What follows belongs to an exercise in optimizing a design on an open flow for small area, a short achievable clock period and few clock cycles per item; a production flow would make more cautious choices. Only simulation tests tie the RTL to the original design; equivalence was not proved.

== nickel ==
==> flow/design.v (excerpt) <==
module idct_top (
    input clk,
    input rst,
    input in_valid,
    input signed [15:0] F_in,
    output in_ready,
    output reg [7:0] idct_out,
    output reg out_valid
);
Size: ~2600 flip-flops, about 130000 sq um of cells after synthesis.
clock: 12.0 ns
lec_check: 0
cap_margin: 20
core_margin: 2
core_utilization: 55
cts_cluster_diameter: 60
cts_cluster_size: 24
place_density: 0.75
slew_margin: 20
tns_end_percent: 5
standard.sh (not shown) runs the stock make flow with config.mk's settings and CLKGATE_MAP_FILE= SYNTH_SCRIPT=/design/flow/synth_recipe.tcl, a recipe that flattens the netlist after the stock synthesis.
==> flow/flow/run.sh <==
#!/bin/bash
# The standard layout (the standard.sh: standard synthesis, floorplan, place, CTS, route),
# with ORFS's timing repair asked for setup slack of at least SETUP_MARGIN ns against the
# 12 ns clock, so that it sizes and buffers the design for a shorter achieved period.
# The clock, the I/O delays and every other constraint are the standard flow's own.
set -euo pipefail
SETUP_MARGIN=8.3
bash standard.sh SETUP_SLACK_MARGIN=$SETUP_MARGIN finish > standard.log 2>&1
nickel | status: complete | timing, DRC, antenna: pass
Testbench counts of nickel, summed over its fixed seeds: cycles 7,168, blocks 96.
> inputs changed (nickel -> cedar)
--- a/flow/flow/run.sh
+++ b/flow/flow/run.sh
@@ -5,4 +5,4 @@
 # The clock, the I/O delays and every other constraint are the standard flow's own.
 set -euo pipefail
-SETUP_MARGIN=8.3
+SETUP_MARGIN=8.5
 bash standard.sh SETUP_SLACK_MARGIN=$SETUP_MARGIN finish > standard.log 2>&1
[summary]
- The core area on cedar is in line with that on nickel.
- Compared with nickel, in cedar core utilization climbed 0.27 points, final-layout non-clock buffer area share climbed 0.15 points.
## Diff of input files: juniper against cedar
- a deleted TNS_END_PERCENT that had been 5
- a change of CORE_UTILIZATION from 55 to 62
- a change of PLACE_DENSITY from 0.75 to 0.8
[summary]
- When the final numbers for cedar and juniper were put side by side, the post-CTS repair timing setup buffer count turned out to be greater in juniper.
- Summary: with cedar as the reference, filler cell count in the final layout in juniper moved down by more than 10%.
- Taking juniper as 1.0, cedar lands at 0.949 on routed via count divided by cell count.
- Count of clock-buffer cells in the layout (higher): cedar
- juniper: part of the cycle the worst path needs is 0.64 points higher than what cedar reported.
- Sum of routed wire segments on met1 is lower on juniper
- juniper: area of the die lower than cedar
- juniper falls short of cedar in number of DRC markers in iteration 0.
- The final reports for juniper and cedar show worst setup slack lower in the former.


== oak ==
idct_top again, from the RTL that the note above started with.
// idct_top
module idct_top (
    input clk,
    input rst,
    input in_valid,
    input signed [15:0] F_in,
    output in_ready,
    output reg [7:0] idct_out,
    output reg out_valid
);
Settings: LEC_CHECK=0, CAP_MARGIN=20, CORE_MARGIN=2, CORE_UTILIZATION=55, CTS_CLUSTER_DIAMETER=60, CTS_CLUSTER_SIZE=24, PLACE_DENSITY=0.75, SLEW_MARGIN=20; clock period 12.0 ns.
==> flow/flow/run.sh <==
#!/bin/bash
# The standard layout (the standard.sh: standard synthesis, floorplan, place, CTS, route),
# with ORFS's timing repair asked for setup slack of at least SETUP_MARGIN ns against the
# 12 ns clock, so that it sizes and buffers the design for a shorter achieved period.
# The clock, the I/O delays and every other constraint are the standard flow's own.
set -euo pipefail
SETUP_MARGIN=8.0
bash standard.sh SETUP_SLACK_MARGIN=$SETUP_MARGIN finish > standard.log 2>&1
Testbench counts of oak, summed over its fixed seeds: cycles 7,168, blocks 96.
> inputs changed (oak -> pine)
diff --git a/flow/flow/run.sh b/flow/flow/run.sh
--- a/flow/flow/run.sh
+++ b/flow/flow/run.sh
@@ -7 +7 @@
-SETUP_MARGIN=8.0
+SETUP_MARGIN=9.0
[summary]
- Going from oak to pine, post-DP HPWL grew by a few percent.
- pine -> oak: number of maximum-capacitance constraint violations delta 0, exact match
- pine against oak: critical path depth lower, final area higher, utilization higher.
Setup changes, pine to birch
# pine
export LEC_CHECK = 0
export CAP_MARGIN = 20
export CORE_MARGIN = 2
export CORE_UTILIZATION = 55
export CTS_CLUSTER_DIAMETER = 60
export CTS_CLUSTER_SIZE = 24
export PLACE_DENSITY = 0.75
export SLEW_MARGIN = 20
create_clock -name core_clock -period 12.0 [get_ports {clk}]
# birch
export LEC_CHECK = 0
export CAP_MARGIN = 20
export CORE_MARGIN = 2
export CORE_UTILIZATION = 55
export CTS_CLUSTER_DIAMETER = 60
export CTS_CLUSTER_SIZE = 24
export PLACE_DENSITY = 0.75
export SLEW_MARGIN = 20
export TNS_END_PERCENT = 20
create_clock -name core_clock -period 12.0 [get_ports {clk}]
diff --git a/flow/flow/run.sh b/flow/flow/run.sh
--- a/flow/flow/run.sh
+++ b/flow/flow/run.sh
@@ -7 +7 @@
-SETUP_MARGIN=9.0
+SETUP_MARGIN=8.7
Notes after the runs:
- On worst hold slack, pine tracks birch almost exactly.
- Comparing birch with pine, the area of all sequential standard cells came out essentially unchanged.
- On birch: design area is 0.010 mm2 lower than what pine gave.
- Via-per-instance ratio essentially unchanged between pine and birch.
- pine leaves less setup margin than birch.
- As far as maximum clock path buffer count goes, birch and pine are indistinguishable; the numbers are identical.
- Total routed wirelength on birch is down relative to pine.
Input-level comparison between maple and birch:
# birch
export LEC_CHECK = 0
export CAP_MARGIN = 20
export CORE_MARGIN = 2
export CORE_UTILIZATION = 55
export CTS_CLUSTER_DIAMETER = 60
export CTS_CLUSTER_SIZE = 24
export PLACE_DENSITY = 0.75
export SLEW_MARGIN = 20
export TNS_END_PERCENT = 20
create_clock -name core_clock -period 12.0 [get_ports {clk}]
# maple
export LEC_CHECK = 0
export CAP_MARGIN = 20
export CORE_MARGIN = 2
export CORE_UTILIZATION = 55
export CTS_CLUSTER_DIAMETER = 60
export CTS_CLUSTER_SIZE = 24
export PLACE_DENSITY = 0.75
export SLEW_MARGIN = 20
create_clock -name core_clock -period 12.0 [get_ports {clk}]
diff --git a/flow/flow/run.sh b/flow/flow/run.sh
--- a/flow/flow/run.sh
+++ b/flow/flow/run.sh
@@ -7 +7 @@
-SETUP_MARGIN=8.7
+SETUP_MARGIN=8.5
[summary]
- Comparing birch with maple, the final core utilization came out essentially unchanged.
- [compare] base=birch new=maple: area of the multi-input gates comparable; cell area comparable; detail-routed via count per cell comparable.
- Summary of maple over birch: smallest hold slack now sits lower, number of nets in the layout now sits at about the same level, minimum clock period now sits lower.
- In maple relative to birch, maximum frequency had gone up slightly.

==> what the ideal ports hide <==
Ports are ideal in the flow. The routed layouts listed here were re-timed in OpenROAD.
Step 1: set_driving_cell puts a clkbuf_16 on clk and a buf_2 on each other input, an assumption about the parent block.
Step 2 moves the port delays by t, midway between the first and last clock arrival at a register: inputs arrive t later, outputs are due t later. That takes back most of the time a late clock gives input paths.
Slacks: ideal / step 1 / step 2; pairs: ideal / step 1.
| run | t (ns) | setup WS [ns] | worst hold slack (ns) | clock arrival spread, ns | cell pins on the clock port's net |
|---|---|---|---|---|---|
| nickel | 0.943 | 8.067 / 8.051 / 7.603 | 0.304 / 0.304 / 0.304 | 0.074 / 0.074 | 1 |
| cedar | 0.941 | 8.177 / 8.082 / 7.651 | 0.313 / 0.313 / 0.313 | 0.077 / 0.076 | 1 |
| juniper | 0.950 | 8.099 / 8.099 / 7.914 | 0.321 / 0.321 / 0.321 | 0.099 / 0.100 | 1 |
| oak | 0.926 | 8.037 / 8.006 / 7.631 | 0.296 / 0.296 / 0.296 | 0.090 / 0.090 | 1 |
| pine | 0.953 | 8.112 / 8.028 / 8.224 | 0.308 / 0.308 / 0.308 | 0.081 / 0.082 | 1 |
| birch | 0.953 | 8.116 / 8.028 / 7.610 | 0.307 / 0.307 / 0.307 | 0.091 / 0.091 | 1 |
| maple | 0.952 | 8.179 / 8.088 / 7.899 | 0.288 / 0.288 / 0.288 | 0.087 / 0.087 | 1 |
After both steps setup and hold are still met in every run listed. The setup slack of cedar, which loses most, moves by -0.095 ns with the drivers and by -0.526 ns with both steps.
